This is an optimization exercise on Yosys and OpenROAD, whose aim is small area, a short achievable clock period and few clock cycles, not a production implementation.
Function was checked by simulation only, so behaviour that the tests miss may differ from the original.
Power is estimated from default activity; no workload was simulated.

<file path="flow/flow/run.sh">
#!/bin/bash
# Standard layout (standard.sh) with: abc mapping for area (flow/area.abc),
# buf_2 port buffers, clock tree with larger sink clusters and no dummy loads,
# and from clock tree synthesis on, gate up-sizing aiming at the port-bound period.
set -euo pipefail
here=$(pwd)
export MY_ABC_SCRIPT=$here/flow/area.abc
extra='"BUFFER_PORTS_ARGS=-buffer_cell sky130_fd_sc_hd__buf_2" "CTS_ARGS=-sink_clustering_enable -repair_clock_nets -dont_use_dummy_load -sink_clustering_size 24 -sink_clustering_max_diameter 120"'
sed -e "s#SYNTH_SCRIPT=[^ ]*#SYNTH_SCRIPT=$here/flow/synth.tcl#" \
    -e "s#\"\${@:-finish}\"#$extra \"\${@:-finish}\"#" standard.sh > std_a.sh
sed -e "s#\"\${@:-finish}\"#SETUP_SLACK_MARGIN=183.5 SETUP_MOVE_SEQUENCE=sizeup \"\${@:-finish}\"#" std_a.sh > std_b.sh
grep -q "SYNTH_SCRIPT=$here/flow/synth.tcl" std_a.sh
grep -q "SETUP_MOVE_SEQUENCE=sizeup" std_b.sh
bash std_a.sh place > flow_make_a.log 2>&1
bash std_b.sh finish > flow_make_b.log 2>&1
</file>
<file path="flow/flow/area.abc">
&get -n
&st
&dch
&nf -R 1000
&put
</file>
<file path="flow/flow/synth.tcl">
# The standard flow's synthesis script (synth_recipe.tcl), with abc run on flow/area.abc
proc synth {args} { yosys synth -nofsm -noshare {*}$args }
proc abc {args} {
  set i [lsearch -exact $args -script]
  if { $i >= 0 } { lset args [expr {$i + 1}] $::env(MY_ABC_SCRIPT) }
  yosys abc {*}$args
}
source $::env(SCRIPTS_DIR)/synth.tcl
# left out here: clear keep_hierarchy, flatten, clean up, hide names made inside functions, write 1_2_yosys.v
</file>
<file path="flow/standard.sh">
#!/bin/bash
# synth_recipe.tcl (not shown) runs the flow's synth.tcl, then flattens the netlist and writes it again
# the make line also repeats each setting of config.mk as NAME=value (left out here)
make -C /OpenROAD-flow-scripts/flow DESIGN_CONFIG=/design/flow/config.mk WORK_HOME=/design/flow/orfs CLKGATE_MAP_FILE= SYNTH_SCRIPT=/design/flow/synth_recipe.tcl "${@:-finish}"
</file>
<file path="flow/config.mk">
export PLATFORM = sky130hd
export DESIGN_NAME = SingleCycleCPU
export DESIGN_NICKNAME = SingleCycleCPU
export VERILOG_FILES = /design/flow/design.v
export SDC_FILE = /design/flow/constraint.sdc
export NUM_CORES = 8
export LEC_CHECK = 0
export CAP_MARGIN = 20
export CORE_MARGIN = 2
export CORE_UTILIZATION = 40
export SLEW_MARGIN = 20
</file>
<file path="flow/constraint.sdc">
create_clock -name core_clock -period 230.0 [get_ports {clk}]
set_input_delay 46.0000 -clock core_clock [delete_from_list [all_inputs] [get_ports {clk}]]
set_output_delay 46.0000 -clock core_clock [all_outputs]
set_load 0.01 [all_outputs]
</file>
<file path="flow/design.v">
module SingleCycleCPU(halt, clk, rst,
                      imem_addr, imem_data,
                      dmem_addr, dmem_size, dmem_wdata, dmem_we, dmem_rdata);
   output halt;
   input  clk, rst;
   output [31:0] imem_addr;
   input  [31:0] imem_data;
   output [31:0] dmem_addr;
   output [1:0]  dmem_size;
   output [31:0] dmem_wdata;
   output        dmem_we;
   input  [31:0] dmem_rdata;
   reg [31:0] fpc;           
   reg [31:0] ir;            
   reg        ir_v;
   reg        halt_r;
   reg        w_v;           
   reg        w_ld;          
   reg [4:0]  w_rd;
   reg [2:0]  w_f3;
   reg [31:0] w_data;        
   reg [31:0] st_data;       
   reg        st_we;
   reg        m_busy;
   reg        m_acc_hi;      
   reg [3:0]  m_lo_hi;
   reg [3:0]  m_cnt;
   reg        m_bp;
   reg        btb_v;
   reg [12:2] btb_tag;
   reg [12:2] btb_tgt;
   reg        ir_pred;       
   reg        btb_ev;
   reg [4:0]  btb_rs;
   reg        btb_r1;        
   reg [2:0]  btb_f3;
   assign imem_addr  = fpc;
   assign dmem_addr  = w_data;
   assign dmem_size  = w_f3[1:0];
   assign dmem_wdata = st_data;
   assign dmem_we    = st_we;
   assign halt       = halt_r;
   wire [6:0] op  = ir[6:0];
   wire [2:0] f3  = ir[14:12];
   wire [6:0] f7  = ir[31:25];
   wire [4:0] rd  = ir[11:7];
   wire [4:0] rs1 = ir[19:15];
   wire [4:0] rs2 = ir[24:20];
   wire is_op    = (op == 7'b0110011);
   wire is_opimm = (op == 7'b0010011);
   wire is_load  = (op == 7'b0000011);
   wire is_store = (op == 7'b0100011);
   wire is_br    = (op == 7'b1100011);
   wire is_jal   = (op == 7'b1101111);
   wire is_jalr  = (op == 7'b1100111);
   wire is_lui   = (op == 7'b0110111);
   wire is_auipc = (op == 7'b0010111);
   wire f7_zero  = (f7 == 7'b0000000);
   wire f7_alt   = (f7 == 7'b0100000);
   wire f7_m     = (f7 == 7'b0000001);
   wire is_m     = is_op & f7_m;
   wire [31:0] imm_i = {{20{ir[31]}}, ir[31:20]};
   wire [31:0] imm_s = {{20{ir[31]}}, ir[31:25], ir[11:7]};
   wire [31:0] imm_b = {{19{ir[31]}}, ir[31], ir[7], ir[30:25], ir[11:8], 1'b0};
   wire [31:0] imm_j = {{11{ir[31]}}, ir[31], ir[19:12], ir[20], ir[30:21], 1'b0};
   wire [31:0] imm_u = {ir[31:12], 12'b0};
   wire [31:0] wb_val;
   wire [31:0] rf_a, rf_b;
   regfile u_rf(.clk(clk), .ra(rs1), .rb(rs2), .qa(rf_a), .qb(rf_b),
                .we(w_v), .wa(w_rd), .wd(wb_val));
   wire fwd_a = w_v & ~w_ld & (w_rd == rs1);
   wire fwd_b = w_v & ~w_ld & (w_rd == rs2);
   wire [31:0] a = fwd_a ? w_data : rf_a;
   wire [31:0] b = fwd_b ? w_data : rf_b;
   wire uses1 = ~(is_lui | is_auipc | is_jal);
   wire uses2 = is_op | is_store | is_br;
   wire lu_stall = ir_v & w_v & w_ld &
                   (((w_rd == rs1) & uses1) | ((w_rd == rs2) & uses2));
   wire [31:0] opb = (is_op | is_br) ? b : (is_store ? imm_s : imm_i);
   wire alu_sub = is_br | (is_op & f7[5] & (f3 == 3'b000)) |
                  ((is_op | is_opimm) & (f3[2:1] == 2'b01));
   wire [32:0] sum33;
   rca #(32) u_add(.a(a), .b(alu_sub ? ~opb : opb), .ci(alu_sub), .s(sum33));
   wire [31:0] sum = sum33[31:0];
   wire ltu = ~sum33[32];
   wire lt  = (a[31] ^ opb[31]) ? a[31] : sum[31];
   wire eq  = (sum == 32'd0);
   reg br_t;
   always @* begin
      case (f3)
        3'b000: br_t = eq;
        3'b001: br_t = ~eq;
        3'b100: br_t = lt;
        3'b101: br_t = ~lt;
        3'b110: br_t = ltu;
        3'b111: br_t = ~ltu;
        default: br_t = 1'b0;
      endcase
   end
   wire sh_ok  = is_op | (f3[2] ? (f7_zero | f7_alt) : f7_zero);
   wire sh_sra = f3[2] & f7[5];
   wire is_mul = is_m & ~f3[2];
   wire is_div = is_m & f3[2];
   wire [31:0] fs_out;
   wire [31:0] md_fs_hi, md_fs_lo;
   wire [5:0]  md_fs_amt;
   wire        md_done;
   wire [31:0] md_res;
   wire [32:0] md_acc_d;
   wire [35:0] md_lo_d;
   wire [3:0]  md_cnt_d;
   wire        md_bp_d;
   mdu u_md(.a(a), .b(b), .f3(f3), .busy(m_busy), .cnt(m_cnt), .bp(m_bp),
            .acc_q({m_acc_hi, w_data}), .lo_q({m_lo_hi, st_data}),
            .fs_hi(md_fs_hi), .fs_lo(md_fs_lo), .fs_amt(md_fs_amt), .fs_out(fs_out),
            .done(md_done), .res(md_res),
            .acc_d(md_acc_d), .lo_d(md_lo_d), .cnt_d(md_cnt_d), .bp_d(md_bp_d));
   reg [31:0] fs_hi, fs_lo;
   reg [5:0]  fs_amt;
   always @* begin
      if (is_m) begin
         fs_hi  = md_fs_hi;
         fs_lo  = md_fs_lo;
         fs_amt = md_fs_amt;
      end else if (f3[2]) begin                  
         fs_hi  = {32{sh_sra & a[31]}};
         fs_lo  = a;
         fs_amt = {1'b0, opb[4:0]};
      end else begin                             
         fs_hi  = a;
         fs_lo  = 32'd0;
         fs_amt = 6'd32 - {1'b0, opb[4:0]};
      end
   end
   funnel u_fs(.hi(fs_hi), .lo(fs_lo), .amt(fs_amt), .y(fs_out));
   wire m_go = ir_v & is_m & ~lu_stall & ~halt_r;
   wire m_stall = m_go & ~md_done;
   reg [31:0] alu;
   always @* begin
      case (f3)
        3'b000: alu = sum;
        3'b001: alu = sh_ok ? fs_out : 32'd0;
        3'b010: alu = {31'd0, lt};
        3'b011: alu = {31'd0, ltu};
        3'b100: alu = a ^ opb;
        3'b101: alu = sh_ok ? fs_out : 32'd0;
        3'b110: alu = a | opb;
        default: alu = a & opb;
      endcase
   end
   wire [31:0] imm_pc = is_br ? imm_b : (is_jal ? imm_j : imm_u);
   wire [31:0] imm_pcm4;
   dec4 u_dec(.x(imm_pc), .y(imm_pcm4));
   wire [32:0] pcadd33;
   rca #(32) u_pcadd(.a(fpc), .b(imm_pcm4), .ci(1'b0), .s(pcadd33));
   wire [31:0] pcadd = pcadd33[31:0];
   wire [31:0] x_res = is_lui ? imm_u :
                       is_auipc ? pcadd :
                       (is_jal | is_jalr) ? fpc :
                       is_m ? md_res :
                       (is_load | is_store) ? sum : alu;
   wire ok_op   = is_op & (f7_zero | f7_m | (f7_alt & ((f3 == 3'b000) | (f3 == 3'b101))));
   wire ok_load = is_load & ((f3 == 3'b000) | (f3 == 3'b100) |
                             ((f3 == 3'b010) & (sum[1:0] == 2'b00)) |
                             (((f3 == 3'b001) | (f3 == 3'b101)) & ~sum[0]));
   wire ok_store = is_store & ((f3 == 3'b000) | ((f3 == 3'b001) & ~sum[0]) |
                               ((f3 == 3'b010) & (sum[1:0] == 2'b00)));
   wire legal = ok_op | is_opimm | is_lui | is_auipc | is_jal |
                (is_jalr & (f3 == 3'b000)) | (is_br & (f3[2:1] != 2'b01)) |
                ok_load | ok_store;
   wire stall  = lu_stall | m_stall;
   wire x_go   = ir_v & ~stall & legal & ~halt_r;
   wire x_halt = ir_v & ~lu_stall & ~legal;
   wire take   = is_jal | is_jalr | (is_br & br_t);
   wire mispred  = ir_pred & ~(is_br & br_t);
   wire to_next  = (is_br | is_jal) & (imm_pc == 32'd4);
   wire redirect = x_go & (ir_pred ? mispred : (take & ~to_next));
   wire [12:2] fall_lo = btb_tag + 11'd1;
   wire [31:0] fall = {18'd0, (btb_tag == 11'h7ff), fall_lo, 2'b00};
   wire [31:0] target = ir_pred ? fall : (is_jalr ? {sum[31:1], 1'b0} : pcadd);
   wire [12:2] xpc_lo = fpc[12:2] - 11'd1;
   wire btb_install = x_go & ~ir_pred & is_br & br_t & ir[31] &
                      (fpc[31:13] == 19'd0) & (pcadd[31:13] == 19'd0) & (fpc[12:2] != 11'd0);
   wire pred_hit = btb_v & (fpc[31:13] == 19'd0) & (fpc[12:2] == btb_tag);
   wire ev_use = btb_ev & x_go & (is_opimm | (is_op & ~is_m)) & (rd == btb_rs);
   wire ev_z = (alu == 32'd0);
   wire ev_s = alu[31];
   reg  ev_take;
   always @* begin
      case (btb_f3)
        3'b000: ev_take = ev_z;
        3'b001: ev_take = ~ev_z;
        3'b100: ev_take = btb_r1 ? ev_s : (~ev_s & ~ev_z);
        3'b101: ev_take = btb_r1 ? ~ev_s : (ev_s | ev_z);
        3'b110: ev_take = btb_r1 ? 1'b0 : ~ev_z;
        default: ev_take = btb_r1 ? 1'b1 : ev_z;
      endcase
   end
   wire pred_take = pred_hit & (~ev_use | ev_take);
   wire writes_rd = is_op | is_opimm | is_load | is_lui | is_auipc | is_jal | is_jalr;
   wire [31:0] fpc_inc;
   inc4 u_inc(.x(fpc), .y(fpc_inc));
   wire wb_alu  = ~w_ld;
   wire wb_r8   = w_ld & (w_f3[1:0] != 2'b00);
   wire wb_s8   = w_ld & (w_f3[1:0] == 2'b00) & ~w_f3[2];
   wire wb_r16  = w_ld & w_f3[1];
   wire wb_s16  = w_ld & ~w_f3[1] & ~w_f3[2];
   assign wb_val[7:0]   = ({8{wb_alu}} & w_data[7:0]) | ({8{w_ld}} & dmem_rdata[7:0]);
   assign wb_val[15:8]  = ({8{wb_alu}} & w_data[15:8]) | ({8{wb_r8}} & dmem_rdata[15:8]) |
                          {8{wb_s8 & dmem_rdata[31]}};
   assign wb_val[31:16] = ({16{wb_alu}} & w_data[31:16]) | ({16{wb_r16}} & dmem_rdata[31:16]) |
                          {16{wb_s16 & dmem_rdata[31]}};
   always @(posedge clk or negedge rst) begin
      if (!rst) begin
         fpc    <= 32'd0;
         ir_v   <= 1'b0;
         halt_r <= 1'b0;
         w_v    <= 1'b0;
         st_we  <= 1'b0;
         m_busy <= 1'b0;
         btb_v  <= 1'b0;
      end else begin
         if (!halt_r) begin
            if (redirect)
               fpc <= target;
            else if (!stall)
               fpc <= pred_take ? {19'd0, btb_tgt, 2'b00} : fpc_inc;
            if (!stall)
               ir_v <= ~redirect;
         end
         if (btb_install)
            btb_v <= 1'b1;
         else if (x_go & mispred)
            btb_v <= 1'b0;
         halt_r <= halt_r | x_halt;
         w_v    <= x_go & writes_rd & (rd != 5'd0);
         st_we  <= x_go & is_store;
         m_busy <= m_stall;
      end
   end
   always @(posedge clk) begin
      if (!stall) begin
         ir      <= imem_data;
         ir_pred <= pred_take;
      end
      if (btb_install) begin
         btb_tag <= xpc_lo;
         btb_tgt <= pcadd[12:2];
         btb_ev  <= ((rs1 == 5'd0) | (rs2 == 5'd0)) & ((rs1 | rs2) != 5'd0);
         btb_rs  <= rs1 | rs2;
         btb_r1  <= (rs2 == 5'd0);
         btb_f3  <= f3;
      end
      w_ld     <= is_load;
      w_rd     <= rd;
      w_f3     <= f3;
      w_data   <= m_stall ? md_acc_d[31:0] : x_res;
      st_data  <= m_stall ? md_lo_d[31:0] : b;
      m_acc_hi <= md_acc_d[32];
      m_lo_hi  <= md_lo_d[35:32];
      m_cnt    <= md_cnt_d;
      m_bp     <= md_bp_d;
   end
endmodule
module regfile(clk, ra, rb, qa, qb, we, wa, wd);
   input         clk;
   input  [4:0]  ra, rb, wa;
   output [31:0] qa, qb;
   input         we;
   input  [31:0] wd;
   reg [31:0] r [1:31];
   always @(posedge clk)
      if (we) r[wa] <= wd;
   reg [31:0] oa, ob;
   integer k;
   always @* begin
      oa = 32'd0;
      ob = 32'd0;
      for (k = 1; k < 32; k = k + 1) begin
         oa = oa | ({32{ra == k}} & r[k]);
         ob = ob | ({32{rb == k}} & r[k]);
      end
   end
   assign qa = oa;
   assign qb = ob;
endmodule
module mdu(a, b, f3, busy, cnt, bp, acc_q, lo_q,
           fs_hi, fs_lo, fs_amt, fs_out,
           done, res, acc_d, lo_d, cnt_d, bp_d);
   input  [31:0] a, b;
   input  [2:0]  f3;
   input         busy;
   input  [3:0]  cnt;
   input         bp;
   input  [32:0] acc_q;
   input  [35:0] lo_q;
   output reg [31:0] fs_hi, fs_lo;
   output reg [5:0]  fs_amt;
   input  [31:0] fs_out;
   output        done;
   output [31:0] res;
   output [32:0] acc_d;
   output [35:0] lo_d;
   output [3:0]  cnt_d;
   output        bp_d;
   wire is_div = f3[2];
   wire mul_sa = (f3[1:0] != 2'b11);       
   wire mul_sb = ~f3[1];                   
   wire [32:0] xa = {mul_sa & a[31], a};
   wire [32:0] xb = {mul_sb & b[31], b};
   wire [31:0] ea = ~(xa[31:0] ^ {32{xa[32]}});
   wire [31:0] eb = ~(xb[31:0] ^ {32{xb[32]}});
   wire [7:0] ta, tb;
   genvar gi;
   generate for (gi = 1; gi <= 8; gi = gi + 1) begin : g_fit
      assign ta[gi-1] = &ea[31:4*gi-1];
      assign tb[gi-1] = &eb[31:4*gi-1];
   end endgenerate
   wire mul_swap = |(ta & ~tb);            
   wire [32:0] mier  = mul_swap ? xa : xb;
   wire [32:0] mcand = mul_swap ? xb : xa;
   wire [8:0]  tm = {1'b1, ta | tb};       
   wire [8:0]  mchunks = tm & ~{tm[7:0], 1'b0};
   wire [3:0]  mbits = busy ? lo_q[3:0] : mier[3:0];
   wire        mprev = busy & bp;
   wire [32:0] acc0  = busy ? acc_q : 33'd0;
   wire [35:0] lo_in = busy ? lo_q : {{3{mier[32]}}, mier};
   wire [34:0] t0, t1;
   booth4_row u_r0(.acc(acc0), .m(mcand), .b({mbits[1:0], mprev}), .s(t0));
   booth4_row u_r1(.acc(t0[34:2]), .m(mcand), .b(mbits[3:1]), .s(t1));
   wire [32:0] macc = t1[34:2];
   wire [35:0] mlo = {t1[1:0], t0[1:0], lo_in[35:4]};
   wire [3:0]  mul_ci = busy ? cnt : 4'd0;    
   wire        mul_last = tm[mul_ci];
   wire        mul_c9 = mchunks[8];
   reg  [5:0]  mul_amt;                       
   always @* begin
      case (1'b1)
        mchunks[1]: mul_amt = 6'd24;
        mchunks[2]: mul_amt = 6'd20;
        mchunks[3]: mul_amt = 6'd16;
        mchunks[4]: mul_amt = 6'd12;
        mchunks[5]: mul_amt = 6'd8;
        mchunks[6]: mul_amt = 6'd4;
        mchunks[7]: mul_amt = 6'd0;
        default:    mul_amt = 6'd28;
      endcase
   end
   wire mul_low = (f3[1:0] == 2'b00) | mul_c9;    
   wire dsgn = ~f3[0];
   wire negA = dsgn & a[31];
   wire negB = dsgn & b[31];
   wire [31:0] absA, absB;
   cneg u_na(.x(a), .n(negA), .y(absA));
   cneg u_nb(.x(b), .n(negB), .y(absB));
   wire bz = (b == 32'd0);
   wire [5:0] lzA, lzB;
   clz32 u_lza(.x(absA), .n(lzA));
   clz32 u_lzb(.x(absB), .n(lzB));
   wire a_lt = (lzA > lzB);                    
   wire [5:0] dsh = lzB - lzA;                 
   wire [5:0] dn  = (dsh + 6'd2) & 6'b111110;  
   wire [3:0] dpairs_m1 = dn[4:1] - 4'd1;
   wire [31:0] absA_sh = absA >> {cnt, 1'b0};
   wire [32:0] dt1, dt2;
   wire dge1, dge2;
   wire [32:0] dr1 = {acc_q[31:0], absA_sh[1]};
   rca #(33) u_ds1(.a(dr1), .b(~{1'b0, absB}), .ci(1'b1), .s({dge1, dt1}));
   wire [31:0] drem1 = dge1 ? dt1[31:0] : dr1[31:0];
   wire [32:0] dr2 = {drem1, absA_sh[0]};
   rca #(33) u_ds2(.a(dr2), .b(~{1'b0, absB}), .ci(1'b1), .s({dge2, dt2}));
   wire [31:0] drem2 = dge2 ? dt2[31:0] : dr2[31:0];
   wire [31:0] dquo2 = {lo_q[29:0], dge1, dge2};
   wire is_rem = f3[1];
   wire dneg = is_rem ? negA : (negA ^ negB);
   wire [31:0] dres_raw = is_rem ? drem2 : dquo2;
   wire [31:0] dres;
   cneg u_nr(.x(dres_raw), .n(dneg), .y(dres));
   wire [31:0] dres_early = is_rem ? a : {32{bz}};
   always @* begin
      if (!is_div) begin
         fs_hi  = mul_low ? macc[31:0] : {32{macc[32]}};
         fs_lo  = mul_low ? mlo[35:4] : macc[31:0];
         fs_amt = mul_amt;
      end else begin
         fs_hi  = 32'd0;
         fs_lo  = absA;
         fs_amt = dn;
      end
   end
   assign done  = is_div ? (busy ? (cnt == 4'd0) : (bz | a_lt)) : mul_last;
   assign res   = is_div ? (busy ? dres : dres_early) : fs_out;
   assign acc_d = is_div ? {1'b0, busy ? drem2 : fs_out} : macc;
   assign lo_d  = is_div ? {4'd0, busy ? dquo2 : 32'd0} : mlo;
   assign cnt_d = is_div ? (busy ? cnt - 4'd1 : dpairs_m1) : mul_ci + 4'd1;
   assign bp_d  = mbits[3];
endmodule
module booth4_row(acc, m, b, s);
   input  [32:0] acc, m;
   input  [2:0]  b;
   output [34:0] s;
   wire one = b[1] ^ b[0];
   wire two = (b[2] & ~b[1] & ~b[0]) | (~b[2] & b[1] & b[0]);
   wire neg = b[2];
   wire [34:0] m1 = {{2{m[32]}}, m};
   wire [34:0] m2 = {m[32], m, 1'b0};
   wire [34:0] mm = (({35{one}} & m1) | ({35{two}} & m2)) ^ {35{neg}};
   wire [35:0] t;
   rca #(35) u(.a({{2{acc[32]}}, acc}), .b(mm), .ci(neg), .s(t));
   assign s = t[34:0];
endmodule
module cneg(x, n, y);
   input  [31:0] x;
   input         n;
   output [31:0] y;
   wire [32:0] any;
   assign any[0] = 1'b0;
   genvar i;
   generate for (i = 0; i < 32; i = i + 1) begin : g
      assign any[i+1] = any[i] | x[i];
      assign y[i] = x[i] ^ (n & any[i]);
   end endgenerate
endmodule
module rca #(parameter W = 32) (a, b, ci, s);
   input  [W-1:0] a, b;
   input          ci;
   output [W:0]   s;
   wire [W:0] c;
   assign c[0] = ci;
   genvar i;
   generate for (i = 0; i < W; i = i + 1) begin : g
      assign s[i]   = a[i] ^ b[i] ^ c[i];
      assign c[i+1] = (a[i] & b[i]) | (c[i] & (a[i] ^ b[i]));
   end endgenerate
   assign s[W] = c[W];
endmodule
module dec4(x, y);
   input  [31:0] x;
   output [31:0] y;
   wire [32:2] z;
   assign z[2] = 1'b1;
   genvar i;
   generate for (i = 2; i < 32; i = i + 1) begin : g
      assign y[i]   = x[i] ^ z[i];
      assign z[i+1] = z[i] & ~x[i];
   end endgenerate
   assign y[1:0] = x[1:0];
endmodule
module inc4(x, y);
   input  [31:0] x;
   output [31:0] y;
   wire [32:2] z;
   assign z[2] = 1'b1;
   genvar i;
   generate for (i = 2; i < 32; i = i + 1) begin : g
      assign y[i]   = x[i] ^ z[i];
      assign z[i+1] = z[i] & x[i];
   end endgenerate
   assign y[1:0] = x[1:0];
endmodule
module clz32(x, n);
   input  [31:0] x;
   output reg [5:0] n;
   integer i;
   always @* begin
      n = 6'd32;
      for (i = 0; i < 32; i = i + 1)
         if (x[i]) n = 6'd31 - i;
   end
endmodule
module funnel(hi, lo, amt, y);
   input  [31:0] hi, lo;
   input  [5:0]  amt;
   output [31:0] y;
   wire [62:0] s5 = amt[5] ? {31'd0, hi} : {hi[30:0], lo};
   wire [46:0] s4 = amt[4] ? s5[62:16] : s5[46:0];
   wire [38:0] s3 = amt[3] ? s4[46:8]  : s4[38:0];
   wire [34:0] s2 = amt[2] ? s3[38:4]  : s3[34:0];
   wire [32:0] s1 = amt[1] ? s2[34:2]  : s2[32:0];
   assign y = amt[0] ? s1[32:1] : s1[31:0];
endmodule
</file>
==> results of run 1 <==
==> state kept, by name, indices dropped and copies added (netlist names), 4 cells and up <==
| name | flops |
|---|---|
| m_lo_hi | 4 |
| w_rd | 5 |
| fpc | 31 |
| ir | 32 |
| btb_tag | 11 |
| u_rf.r | 992 |
| btb_rs | 5 |
| m_cnt | 4 |
| w_data | 32 |
| btb_tgt | 11 |
| st_data | 32 |
==> routing by layer <==
layer | share of wire [%] | track usage (%)
met3 | 14 | 14.71
met1 | 32 | 50.25
met5 | 0.036 | 0
met4 | 11 | 38.91
met2 | 42 | 64.81
==> power by group through the flow <==
stage / clock network (mW) / logic (mW) / registers, mW
after CTS: 0.114 / 0.319 / 0.250
after global routing: 0.120 / 0.347 / 0.250
after floorplan: 0 / 0.165 / 0.253
after global placement: 0 / 0.315 / 0.253
final: 0.115 / 0.337 / 0.250
after detailed placement: 0 / 0.315 / 0.253
==> through the flow <==
step | setup WS (ns) | cells | power, mW | cell area, um2 | hold slack (ns)
floorplan | 182.28 | 6251 | 0.4177 | 68580 | 0.4209
global placement | 181.59 | 8961 | 0.5678 | 75310 | 0.5248
detailed placement | 181.60 | 8962 | 0.5684 | 75330 | 0.5301
CTS | 182.59 | 9021 | 0.6820 | 77670 | 0.5547
global route | 182.57 | 9024 | 0.7175 | 77830 | 0.5846
finish | 182.61 | 9039 | 0.7017 | 77870 | 0.5611
==> final cells by class <==
cell class | instances | area, um2
diodes | 15 | 37.54
clock buffers | 59 | 1476
multi-input cells | 4813 | 34000
well taps | 2218 | 2775
inverters | 257 | 964.7
fillers | 15636 | 91980
flip-flops and latches | 1177 | 34550
repair buffers | 500 | 4058
==> path summary, 6_finish.rpt <==
path | cells after the start | start | endpoint
max | 1 | fpc[6] | imem_addr[6]
min | 1 | btb_v | btb_v
max reg2reg | 138 | ir[18] | w_data[31]
min reg2reg | 1 | btb_v | btb_v
max in group asynchronous | 1 | rst | m_busy
min in group asynchronous | 1 | rst | fpc[18]
==> repair_timing <==
item,in CTS,in global routing
setup buffers,0,0
resized for setup,267,12
endpoints found under the setup margin,843,347
==> cells by family after synthesis <==
| family | after synthesis | synth area share [%] |
|---|---|---|
| XOR/XNOR | 238 | 3.040 |
| AO/OA/AOI/OAI | 2296 | 23.06 |
| AND/OR/NAND/NOR | 1795 | 11.95 |
| buffers and inverters | 261 | 1.451 |
| multiplexers | 149 | 2.273 |
| flip-flops | 1177 | 50.06 |
| other | 1 | 0.005468 |
| adder cells (fa/ha/maj) | 334 | 8.163 |
==> layout by cell type, fill, tap and decap left out, types with 168 or more instances in the layout <==
master,n
fa_1,189
nand4_1,193
clkinv_1,256
a21oi_1,482
buf_4,325
o21ai_0,494
a222oi_1,337
nand2_1,654
nor2_1,441
edfxtp_1,1057
xnor2_1,168
a22oi_1,365
==> run_results.csv, run 1 <==
group,metric,value,unit
status,status,"timing/DRC/antenna clean",
synth,synth_edf_count,1057,
drt,drc,0,
setup_path,worstPathArrival,1.39,ns
power_and_ir_drop,combinationalPowerShare,48.0,%
finish,layout.nets,7208,
drt,avgRoutedWirePerCell,43.58,um
cts,cts_hold_buffers,0,
setup_path,cp_cell_sequence,"buf_6",
setup_path,cp-start-kind,"register",
placement,numPortBuffers,164,
floorplanning,fp.dieArea,174800,um2
cts,cts_buffers,59,
synth,synthFlopType,"edfxtp_1",
floorplanning,dieHeight,418.1,um
global_route,grt_pass1_vias,63352,
cts,tritoncts,"done",
drt,drtPass1Iterations,14,
job,drv_cap,0,
global_route,antenna_found_initial,20,
timing,fin_tns_setup,0,ns
setup_path,worst-path-buf-inv,1,
timing,slew_headroom,11.85,%
setup_path,cp.required,184.00,ns
setup_path,cp_top_family,"flip-flops",
synth,ys_seq_area_share,50.06,%
drt,vias_per_cell,7.511,
synth,synthTopCellsByCount,"1057 x edfxtp_1, 660 x nand2_1, 519 x o21ai_0, 487 x a21oi_1, 479 x nor2_1",
global_route,grt_use_total,43.72,%
power_and_ir_drop,vdd_drop_max,0.008206,mV
power_and_ir_drop,p_int,0.3879,mW
finish,area_growth,13.55,%
synth,yosysMostFrequentCell,"edfxtp_1",
power_and_ir_drop,p_seq_share,35.6,%
cts,clockRootBuffer,"clkbuf_16",
floorplanning,rows,151,
drt,wl,393.9,mm
cts,cts_max_path_buffers,3,
global_route,overflow,0,
drt,vias,67894,
floorplanning,core-area,169800,um2
synth,syn_area,68580,um2
floorplanning,start_util,40.38,%
cts,clk_pin_slew_worst_paths,0.10,ns
synth,syn_area_per_cell,10.97,um2
setup_path,crit_slowest_cell,"dfrtp_2",
timing,rsz0062_at_grt,"yes",
timing,fin_crit_sh,20.60,%
power_and_ir_drop,power_per_cell_area,9.012,nW/um2
drt,first_iter_violations,15669,
worst_hold_path,min_path_type,"register to register",
synth,async_flop_share,3.144,%
placement,hpwl,265.1,mm
timing,finalSetupViolCount,0,
timing,final_max_slew_viol_count,0,
synth,yosys.area.top_type,"edfxtp_1",
setup_path,critical_path_class,"register to primary output",
timing,fin_crit,47.39,ns
setup_path,cp_max_fo,12,
timing,skew,0.1420,ns
timing,worst_pin_slew,1.308,ns
synth,syn_inst,6251,
synth,yosysWarnings,4,
placement,place.gp.congestion,1.089,
timing,finalHoldViolations,0,
finish,drive_gt1_share,11.86,%
drt,ant_nets,0,
synth,yosys-top-cells-area,"edfxtp_1 46%, fa_1 5.5%, a222oi_1 4.9%",
power_and_ir_drop,netSwitchingFraction,44.72,%
cts,clock_latency,0.78,ns
synth,ys_ff_latch,1177,
global_route,grt_start_max_net_pins,99,
power_and_ir_drop,leakagePower,25.98,nW
cts,htreeDepth,2,
setup_path,worstSetupEndpointType,"primary output",
setup_path,r2r_slack,185.89,ns
setup_path,cpPeakStageDelay,0.54,ns
floorplanning,top_level_ports,166,
power_and_ir_drop,clockPowerShare,16.4,%
floorplanning,die_x,418.1,um
synth,netlist.area_leader.share,46.28,%
cts,cts_sinks,1177,
power_and_ir_drop,netSwitchingPower,0.3138,mW
finish,utilization,45.84,%
synth,syn-num-nets,6651,
global_route,grt_pass1_wl,527.9,mm
timing,max_freq,21.10,MHz
synth,synth_cell_type_count,65,
Testbench counts, summed over its fixed seeds: cycles 131,360.
==> inputs of run 2 (changes only) <==
==> flow/flow/run.sh (replaced) <==
#!/bin/bash
# Standard layout (standard.sh) with: abc mapping for area (flow/area.abc),
# buf_2 port buffers, clock tree with larger sink clusters and no dummy loads, 70% utilisation,
# and from clock tree synthesis on, gate up-sizing aiming at the port-bound period.
set -euo pipefail
here=$(pwd)
export MY_ABC_SCRIPT=$here/flow/area.abc
extra='"BUFFER_PORTS_ARGS=-buffer_cell sky130_fd_sc_hd__buf_2" "CTS_ARGS=-sink_clustering_enable -repair_clock_nets -dont_use_dummy_load -sink_clustering_size 24 -sink_clustering_max_diameter 120" CORE_UTILIZATION=70'
sed -e "s#SYNTH_SCRIPT=[^ ]*#SYNTH_SCRIPT=$here/flow/synth.tcl#" \
    -e "s#\"\${@:-finish}\"#$extra \"\${@:-finish}\"#" standard.sh > std_a.sh
sed -e "s#\"\${@:-finish}\"#SETUP_SLACK_MARGIN=182.6 SETUP_MOVE_SEQUENCE=sizeup \"\${@:-finish}\"#" std_a.sh > std_b.sh
grep -q "SYNTH_SCRIPT=$here/flow/synth.tcl" std_a.sh
grep -q "SETUP_MOVE_SEQUENCE=sizeup" std_b.sh
bash std_a.sh place > flow_make_a.log 2>&1
bash std_b.sh finish > flow_make_b.log 2>&1
==> run_results.csv, run 2 <==
group,metric,value,unit
cts,postCtsSetupBuffers,0,
placement,place.gp.congestion,1.188,
cts,cts_max_path_buffers,3,
synth,syn_area_per_cell,10.97,um2
status,status,"did not finish",
global_route,grt_use_total,81.69,%
synth,synthTopCellsByCount,"1057 x edfxtp_1, 660 x nand2_1, 519 x o21ai_0, 487 x a21oi_1, 479 x nor2_1",
synth,async_flop_share,3.144,%
global_route,grt_start_max_net_pins,105,
placement,hpwl,230.2,mm
placement,numPortBuffers,164,
floorplanning,start_util,70.81,%
status,tool.error,"[ERROR GRT-0232] Routing congestion too high. Check the congestion heatmap in the GUI.",
synth,synthFlopType,"edfxtp_1",
synth,netlist.area_leader.share,46.28,%
floorplanning,die_x,317.0,um
synth,yosys-top-cells-area,"edfxtp_1 46%, fa_1 5.5%, a222oi_1 4.9%",
floorplanning,dieHeight,317.0,um
synth,synth_cell_type_count,65,
cts,htreeDepth,2,
cts,cts_sinks,1177,
floorplanning,rows,114,
floorplanning,top_level_ports,166,
global_route,overflow,10,
synth,syn_area,68580,um2
timing,worst_path_end_type,"primary output",
status,lastStage,"global routing (5_1_grt)",
synth,ys_ff_latch,1177,
synth,yosysWarnings,4,
synth,syn_inst,6251,
synth,syn-num-nets,6651,
timing,worstEndpointGrtRepair,"imem_addr[6]",
synth,ys_seq_area_share,50.06,%
synth,synth_edf_count,1057,
synth,yosys.area.top_type,"edfxtp_1",
cts,clockRootBuffer,"clkbuf_16",
global_route,antenna_found_initial,43,
cts,cts_buffers,57,
cts,cts_hold_buffers,0,
synth,yosysMostFrequentCell,"edfxtp_1",
==> run 2: cell counts after synthesis <==
Identical to the previous run, type by type.
==> run 2: per-stage QoR <==
| stage | cells | worst slack, ns | util (%) | hold WS [ns] | area (um2) |
|---|---|---|---|---|---|
| after floorplan | 6251 | 182.28 | - | 0.4209 | 68580 |
| after global placement | 7969 | 181.97 | 76.15 | 0.5325 | 73750 |
| after detailed placement | 7970 | 181.89 | 76.16 | 0.5324 | 73760 |
| after CTS | 8027 | 182.60 | 77.68 | 0.5555 | 75230 |
==> run 2: kinds of logic after synthesis <==
kind of cell,count (synthesis),share of synthesized area (%)
AND/OR/NAND/NOR,1795,11.95
multiplexers,149,2.273
AO/OA/AOI/OAI,2296,23.06
XOR/XNOR,238,3.040
adder cells (fa/ha/maj),334,8.163
buffers and inverters,261,1.451
other,1,0.005468
flip-flops,1177,50.06
==> run 2: repair_timing <==
item	4_1_cts
setup endpoints to repair	160
resized for setup	33
endpoints found under the hold margin	0
==> run 2: worst min path at each step <==
stage	cells after the start	from	slack (ns)	to
3_5_place_dp	1	btb_v	0.53	btb_v
2_1_floorplan	0	ir[10]	0.42	w_rd[3]
4_1_cts	1	btb_v	0.56	btb_v
3_3_place_gp	1	btb_v	0.53	btb_v
==> run 2: power by group through the flow <==
stage	combinational, mW	sequential (mW)	clock (mW)
4_1_cts	0.292	0.249	0.108
3_5_place_dp	0.290	0.253	0
3_3_place_gp	0.284	0.253	0
2_1_floorplan	0.165	0.253	0
==> run 2: layer usage <==
| layer | overflow | GRT usage (%) |
|---|---|---|
| met5 | 0 | 47.92 |
| met4 | 7 | 79.63 |
| met3 | 2 | 71.74 |
| met2 | 1 | 93.06 |
| met1 | 0 | 82.31 |
==> inputs of run 3 (changes only) <==
==> flow/flow/run.sh (replaced) <==
#!/bin/bash
# Standard layout (standard.sh) with: abc mapping for area (flow/area.abc),
# buf_2 port buffers, clock tree with larger sink clusters and no dummy loads, 55% utilisation, 10% slew and cap margins,
# and from clock tree synthesis on, gate up-sizing aiming at the port-bound period.
set -euo pipefail
here=$(pwd)
export MY_ABC_SCRIPT=$here/flow/area.abc
extra='"BUFFER_PORTS_ARGS=-buffer_cell sky130_fd_sc_hd__buf_2" "CTS_ARGS=-sink_clustering_enable -repair_clock_nets -dont_use_dummy_load -sink_clustering_size 24 -sink_clustering_max_diameter 120" CORE_UTILIZATION=55 SLEW_MARGIN=10 CAP_MARGIN=10'
sed -e "s#SYNTH_SCRIPT=[^ ]*#SYNTH_SCRIPT=$here/flow/synth.tcl#" \
    -e "s#\"\${@:-finish}\"#$extra \"\${@:-finish}\"#" standard.sh > std_a.sh
sed -e "s#\"\${@:-finish}\"#SETUP_SLACK_MARGIN=182.6 SETUP_MOVE_SEQUENCE=sizeup \"\${@:-finish}\"#" std_a.sh > std_b.sh
grep -q "SYNTH_SCRIPT=$here/flow/synth.tcl" std_a.sh
grep -q "SETUP_MOVE_SEQUENCE=sizeup" std_b.sh
bash std_a.sh place > flow_make_a.log 2>&1
bash std_b.sh finish > flow_make_b.log 2>&1
==> run_results.csv, run 3 <==
group,metric,value,unit
cts,clockRootBuffer,"clkbuf_16",
status,status,"finished with violations",
drt,first_iter_violations,17146,
synth,yosys-top-cells-area,"edfxtp_1 46%, fa_1 5.5%, a222oi_1 4.9%",
drt,drc,0,
timing,fin_crit,47.43,ns
placement,dp_cells,8360,
finish,drive_gt1_share,10.81,%
setup_path,cp-start-kind,"register",
finish,area_growth,11.05,%
timing,final_max_slew_viol_count,12,
timing,slew_headroom,-34.05,%
timing,skew,0.08844,ns
global_route,grt_pass1_wl,498.8,mm
cts,cts_sinks,1177,
cts,htreeDepth,2,
synth,syn_area,68580,um2
setup_path,crit_slowest_cell,"dfxtp_2",
global_route,grt_start_max_net_pins,104,
floorplanning,die_x,357.1,um
drt,wl,369.6,mm
cts,tritoncts,"done",
synth,netlist.area_leader.share,46.28,%
floorplanning,start_util,55.47,%
global_route,gr-usage-met2,77.42,%
drt,vias,69131,
setup_path,cpPeakStageDelay,0.47,ns
cts,cts_buffers,59,
worst_hold_path,min_path_type,"register to register",
synth,yosysMostFrequentCell,"edfxtp_1",
drt,vias_per_cell,8.174,
setup_path,worstSetupEndpointType,"primary output",
global_route,overflow,0,
synth,syn_area_per_cell,10.97,um2
timing,rsz0062_at_grt,"yes",
global_route,globalRouteMet3Util,28.48,%
timing,finalHoldViolations,0,
global_route,gr-max-usage-layer,"met2",
timing,fin_crit_sh,20.62,%
setup_path,cp.required,184.00,ns
synth,synth_xor_area_share,3.040,%
setup_path,critical_path_class,"register to primary output",
synth,ys_ff_latch,1177,
power_and_ir_drop,leakagePower,25.72,nW
finish,layout_common_cells,"1057 x edfxtp_1, 655 x nand2_1, 501 x o21ai_0",
floorplanning,top_level_ports,166,
synth,synth_top_family_by_area,"compound AO/OA/AOI/OAI gates",
synth,yosys.area.top_type,"edfxtp_1",
placement,hpwl,241.5,mm
timing,finalSetupViolCount,0,
power_and_ir_drop,vdd_drop_max,0.009139,mV
power_and_ir_drop,power_per_cell_area,9.063,nW/um2
finish,layout.nets,7185,
finish,fillCellCount,10159,
cts,cts_max_path_buffers,3,
worst_hold_path,hold_depth,1,
setup_path,worstSetupPathDepth,1,
timing,worst_hold_slack,0.5638,ns
finish,largest_reg_flops,992,
setup_path,worstPathArrival,1.43,ns
global_route,antenna_found_initial,32,
synth,async_flop_share,3.144,%
global_route,grt_use_total,56.42,%
floorplanning,core-area,123600,um2
drt,drtPass1Iterations,17,
timing,fin_tns_setup,0,ns
setup_path,worst-path-buf-inv,1,
status,so_faults,"max-capacitance violations, max-slew violations",
floorplanning,rows,129,
finish,instances_no_fill,8457,
global_route,gr-usage-met1,64.27,%
synth,syn_inst,6251,
finish,largest-register,"u_rf.r",
synth,synthFlopType,"edfxtp_1",
setup_path,cp_max_fo,6,
synth,ys_seq_area_share,50.06,%
drt,avgRoutedWirePerCell,43.70,um
setup_path,cp_cell_sequence,"buf_2",
synth,muxShareOfSynthArea,2.273,%
synth,synth_cell_type_count,65,
drt,ant_nets,0,
floorplanning,fp.dieArea,127500,um2
power_and_ir_drop,p_total,0.6902,mW
synth,syn-num-nets,6651,
job,drv_cap,1,
cts,clock_latency,0.76,ns
placement,numPortBuffers,164,
synth,synth_compound_area_share,23.06,%
synth,synth_edf_count,1057,
global_route,grt_pass1_vias,64197,
synth,yosys.area_share.simple,11.95,%
placement,place.gp.congestion,1.114,
timing,max_freq,21.08,MHz
setup_path,ff2ff_path_depth,133,
cts,clk_pin_slew_worst_paths,0.11,ns
timing,worst_pin_slew,1.990,ns
finish,layout_commonest_cell,"edfxtp_1",
setup_path,cp_top_family,"flip-flops",
floorplanning,dieHeight,357.1,um
synth,synth_fa_ha_area_share,8.163,%
synth,synthTopCellsByCount,"1057 x edfxtp_1, 660 x nand2_1, 519 x o21ai_0, 487 x a21oi_1, 479 x nor2_1",
synth,yosysWarnings,4,
run 3: cell counts after synthesis:
Identical to the previous run, type by type.
run 3: logic make-up after synthesis:
kind of cell | Yosys count
AOI/OAI and AO/OA | 2296
xor gates and xnor gates | 238
adders and majority gates | 334
buffers and inverters | 261
DFF | 1177
muxes | 149
other | 1
and+or+nand+nor | 1795
run 3: routing by layer:
layer	wire, um	share of wire (%)
met1	113300	31
met2	144500	39
met3	67450	18
met4	43810	12
met5	545	0.15
run 3: metrics by stage:
| step | instance area [um2] | utilization [%] | setup WS [ns] |
|---|---|---|---|
| 2_1_floorplan | 68580 | - | 182.28 |
| 3_3_place_gp | 74440 | 60.21 | 181.59 |
| 3_5_place_dp | 74440 | 60.21 | 181.47 |
| 4_1_cts | 76020 | 61.49 | 182.57 |
| 5_1_grt | 76110 | 61.56 | 182.54 |
| 6_report | 76150 | 61.59 | 182.57 |
run 3: timing repair:
| item | in CTS | in global routing |
|---|---|---|
| buffers inserted | 0 | 0 |
| cloned | 0 | 0 |
| setup endpoints to repair | 319 | 22 |
| hold buffers | 0 | 0 |
| gates resized for setup | 52 | 15 |
run 3: area by class of cell:
class / count / area (um2) / share of cell area (%)
diodes: 37 / 92.59 / 0.1216
clock buffers: 59 / 1476 / 1.939
inverters: 257 / 964.7 / 1.267
multi-input cells: 4813 / 33930 / 44.55
flip-flops and latches: 1177 / 34400 / 45.17
well taps: 1637 / 2048 / 2.690
repair buffers: 477 / 3243 / 4.259
run 3: path summary, 6_finish.rpt:
kind                       startpoint      endpoint  slack (ns)
max                         w_data[4]  dmem_addr[4]      182.57
min                             btb_v         btb_v        0.56
max reg2reg                    ir[17]    w_data[28]      186.32
min reg2reg                     btb_v         btb_v        0.56
max in group asynchronous         rst       fpc[28]      183.85
min in group asynchronous         rst       fpc[16]       45.42
run 3: report_power, final:
group / switching [mW] / total [mW] / internal, mW
Combinational: 0.233 / 0.328 / 0.0948
Clock: 0.0683 / 0.114 / 0.0454
Sequential: 0.00583 / 0.249 / 0.243
Total: 0.307 / 0.690 / 0.383
==> inputs of run 4 (changes only) <==
==> flow/flow/run.sh (replaced) <==
#!/bin/bash
# Standard layout (standard.sh) with: abc mapping for area (flow/area.abc),
# buf_2 port buffers, clock tree with larger sink clusters and no dummy loads, 55% utilisation,
# and from clock tree synthesis on, gate up-sizing aiming at the port-bound period.
set -euo pipefail
here=$(pwd)
export MY_ABC_SCRIPT=$here/flow/area.abc
extra='"BUFFER_PORTS_ARGS=-buffer_cell sky130_fd_sc_hd__buf_2" "CTS_ARGS=-sink_clustering_enable -repair_clock_nets -dont_use_dummy_load -sink_clustering_size 24 -sink_clustering_max_diameter 120" CORE_UTILIZATION=55'
sed -e "s#SYNTH_SCRIPT=[^ ]*#SYNTH_SCRIPT=$here/flow/synth.tcl#" \
    -e "s#\"\${@:-finish}\"#$extra \"\${@:-finish}\"#" standard.sh > std_a.sh
sed -e "s#\"\${@:-finish}\"#SETUP_SLACK_MARGIN=182.6 SETUP_MOVE_SEQUENCE=sizeup \"\${@:-finish}\"#" std_a.sh > std_b.sh
grep -q "SYNTH_SCRIPT=$here/flow/synth.tcl" std_a.sh
grep -q "SETUP_MOVE_SEQUENCE=sizeup" std_b.sh
bash std_a.sh place > flow_make_a.log 2>&1
bash std_b.sh finish > flow_make_b.log 2>&1
==> run_results.csv, run 4 <==
group,metric,value,unit
status,status,"timing/DRC/antenna clean",
synth,syn-num-nets,6651,
synth,yosysMostFrequentCell,"edfxtp_1",
synth,ys_ff_latch,1177,
cts,clockRootBuffer,"clkbuf_16",
drt,ant_nets,0,
finish,largest-register,"u_rf.r",
finish,final_area,76120,um2
drt,drtPass1Iterations,13,
setup_path,worst-path-buf-inv,1,
drt,drc,0,
synth,ys_seq_area_share,50.06,%
synth,syn_inst,6251,
setup_path,cp_top_family,"flip-flops",
synth,yosys.area.top_type,"edfxtp_1",
worst_hold_path,min_path_type,"register to register",
setup_path,cp_max_fo,6,
global_route,antenna_found_initial,19,
synth,synthTopCellsByCount,"1057 x edfxtp_1, 660 x nand2_1, 519 x o21ai_0, 487 x a21oi_1, 479 x nor2_1",
finish,drive_gt1_share,10.76,%
setup_path,r2r_slack,186.51,ns
cts,cts_sinks,1177,
drt,vias_per_cell,8.181,
cts,tritoncts,"done",
drt,wl,368.3,mm
timing,skew,0.1471,ns
finish,largest_reg_flops,992,
power_and_ir_drop,vdd_drop_max,0.009858,mV
cts,clock_latency,0.79,ns
synth,syn_area,68580,um2
synth,yosys-top-cells-area,"edfxtp_1 46%, fa_1 5.5%, a222oi_1 4.9%",
finish,layout_commonest_cell,"edfxtp_1",
job,drv_cap,0,
synth,netlist.area_leader.share,46.28,%
timing,fin_crit_sh,20.62,%
finish,layout.nets,7185,
global_route,grt_start_max_net_pins,104,
floorplanning,core-area,123600,um2
setup_path,cp.required,184.00,ns
cts,htreeDepth,2,
timing,slew_headroom,12.56,%
synth,synth_cell_type_count,65,
setup_path,cp_cell_sequence,"buf_2",
global_route,grt_pass1_wl,496.0,mm
finish,instances_no_fill,8437,
cts,cts_max_path_buffers,3,
synth,yosysWarnings,4,
timing,fin_crit,47.42,ns
synth,async_flop_share,3.144,%
timing,fin_tns_setup,0,ns
floorplanning,top_level_ports,166,
drt,vias,69023,
floorplanning,start_util,55.47,%
placement,numPortBuffers,164,
power_and_ir_drop,leakagePower,25.72,nW
cts,clk_pin_slew_worst_paths,0.11,ns
drt,first_iter_violations,16782,
global_route,grt_pass1_vias,63939,
timing,finalHoldViolations,0,
setup_path,worstPathArrival,1.42,ns
timing,rsz0062_at_grt,"yes",
timing,finalSetupViolCount,0,
finish,layout_common_cells,"1057 x edfxtp_1, 655 x nand2_1, 498 x o21ai_0",
finish,area_growth,10.99,%
cts,cts_buffers,58,
global_route,grt_use_total,56.14,%
setup_path,critical_path_class,"register to primary output",
synth,synthFlopType,"edfxtp_1",
cts,postCtsSetupBuffers,0,
floorplanning,fp.dieArea,127500,um2
floorplanning,rows,129,
timing,worst_pin_slew,1.298,ns
placement,hpwl,241.4,mm
timing,max_freq,21.09,MHz
placement,dp_cells,8360,
synth,syn_area_per_cell,10.97,um2
placement,post_dp_cell_area,74450,um2
setup_path,crit_slowest_cell,"dfxtp_4",
setup_path,cp-start-kind,"register",
global_route,overflow,0,
setup_path,worstSetupEndpointType,"primary output",
floorplanning,die_x,357.1,um
placement,place.gp.congestion,1.114,
drt,avgRoutedWirePerCell,43.66,um
floorplanning,dieHeight,357.1,um
synth,synth_edf_count,1057,
power_and_ir_drop,power_per_cell_area,9.051,nW/um2
timing,final_max_slew_viol_count,0,
setup_path,cpPeakStageDelay,0.42,ns
run 4: cell types whose count changed in the layout (fill, tap and decap cells not counted), sizes merged:
| cell | previous run | this run |
|---|---|---|
| clkbuf | 61 | 58 |
| buf | 475 | 478 |
| diode | 37 | 17 |
run 4: final cells by class:
type                            count  area [um2]
Antenna cell                       17       42.54
Clock buffer                       58        1451
Fill cell                       10163       47520
Inverter                          257       964.7
Multi-Input combinational cell   4813       33960
Sequential cell                  1177       34400
Tap cell                         1637        2048
Timing Repair Buffer              478        3257
run 4: routing by layer:
layer | track usage [%] | part of all wire (%) | wire [um]
met5 | 3.074 | 0.14 | 500
met1 | 64.32 | 31 | 113100
met3 | 27.97 | 18 | 66930
met4 | 49.41 | 12 | 43710
met2 | 76.94 | 39 | 144100
run 4: logic make-up (layout without fill, tap and decap cells):
family | after synthesis | in the layout | synth area share (%)
AOI/OAI and AO/OA | 2296 | 2296 | 23.06
xor gates and xnor gates | 238 | 238 | 3.040
adders and majority gates | 334 | 334 | 8.163
buffers and inverters | 261 | 793 | 1.451
DFF | 1177 | 1177 | 50.06
muxes | 149 | 149 | 2.273
other | 1 | 18 | 0.005468
and+or+nand+nor | 1795 | 1795 | 11.95
run 4: timing repair:
| action | in CTS | in global routing |
|---|---|---|
| endpoints found under the setup margin | 308 | 260 |
| hold buffers | 0 | 0 |
| resized for setup | 39 | 23 |
run 4: worst paths after layout:
check	from	cells after the start	to
min in group asynchronous	rst	1	fpc[16]
hold reg to reg	btb_v	1	btb_v
setup / recovery	w_data[18]	1	dmem_addr[18]
max in group asynchronous	rst	1	m_busy
hold / removal	btb_v	1	btb_v
setup reg to reg	ir[17]	133	w_data[27]
run 4: stage by stage:
stage                     hold WS (ns)  utilization [%]  worst slack (ns)  total power [mW]
after floorplan                 0.4209                -            182.28            0.4177
after global placement          0.5351            60.21            181.59            0.5540
after detailed placement        0.5381            60.22            181.46            0.5553
after CTS                       0.5615            61.46            182.59            0.6620
after global routing            0.5756            61.54            182.56            0.6990
final                           0.5620            61.57            182.58            0.6889
run 4: report_power, final:
part | leakage, nW | switching (mW) | internal [mW] | total (mW)
clock | 0.715 | 0.0681 | 0.0447 | 0.113
combinational | 14.2 | 0.233 | 0.0949 | 0.328
sequential | 10.8 | 0.00579 | 0.243 | 0.249

-- static timing again, ports no longer ideal --
In the flow no input, the clock included, has a driving cell. The finished layouts below were timed again as built, in two steps.
Step 1 (the two cells are an assumption about what drives the block):
set clk [get_ports {clk}]
set_driving_cell -lib_cell sky130_fd_sc_hd__clkbuf_16 $clk
set_driving_cell -lib_cell sky130_fd_sc_hd__buf_2 [delete_from_list [all_inputs] $clk]
Step 2 moves the port delays by t, midway between the first and last clock arrival at a register: inputs arrive t later, outputs are due t later. That takes back most of the time a late clock gives input paths.
Three values: ideal, step 1, step 2; two values: the first two.
| run | shift t [ns] | setup slack, ns | hold WS [ns] | worst setup path after step 2 |
|---|---|---|---|---|
| run 1 | 0.801 | 182.612 / 182.523 / 182.547 | 0.561 / 0.561 / 0.561 | input to register |
| run 3 | 0.806 | 182.566 / 182.479 / 181.878 | 0.564 / 0.564 / 0.564 | input to register |
| run 4 | 0.804 | 182.582 / 182.497 / 181.884 | 0.562 / 0.562 / 0.562 | input to register |
The setup slack of run 4, which loses most, moves by -0.085 ns with the drivers and by -0.698 ns with both steps.
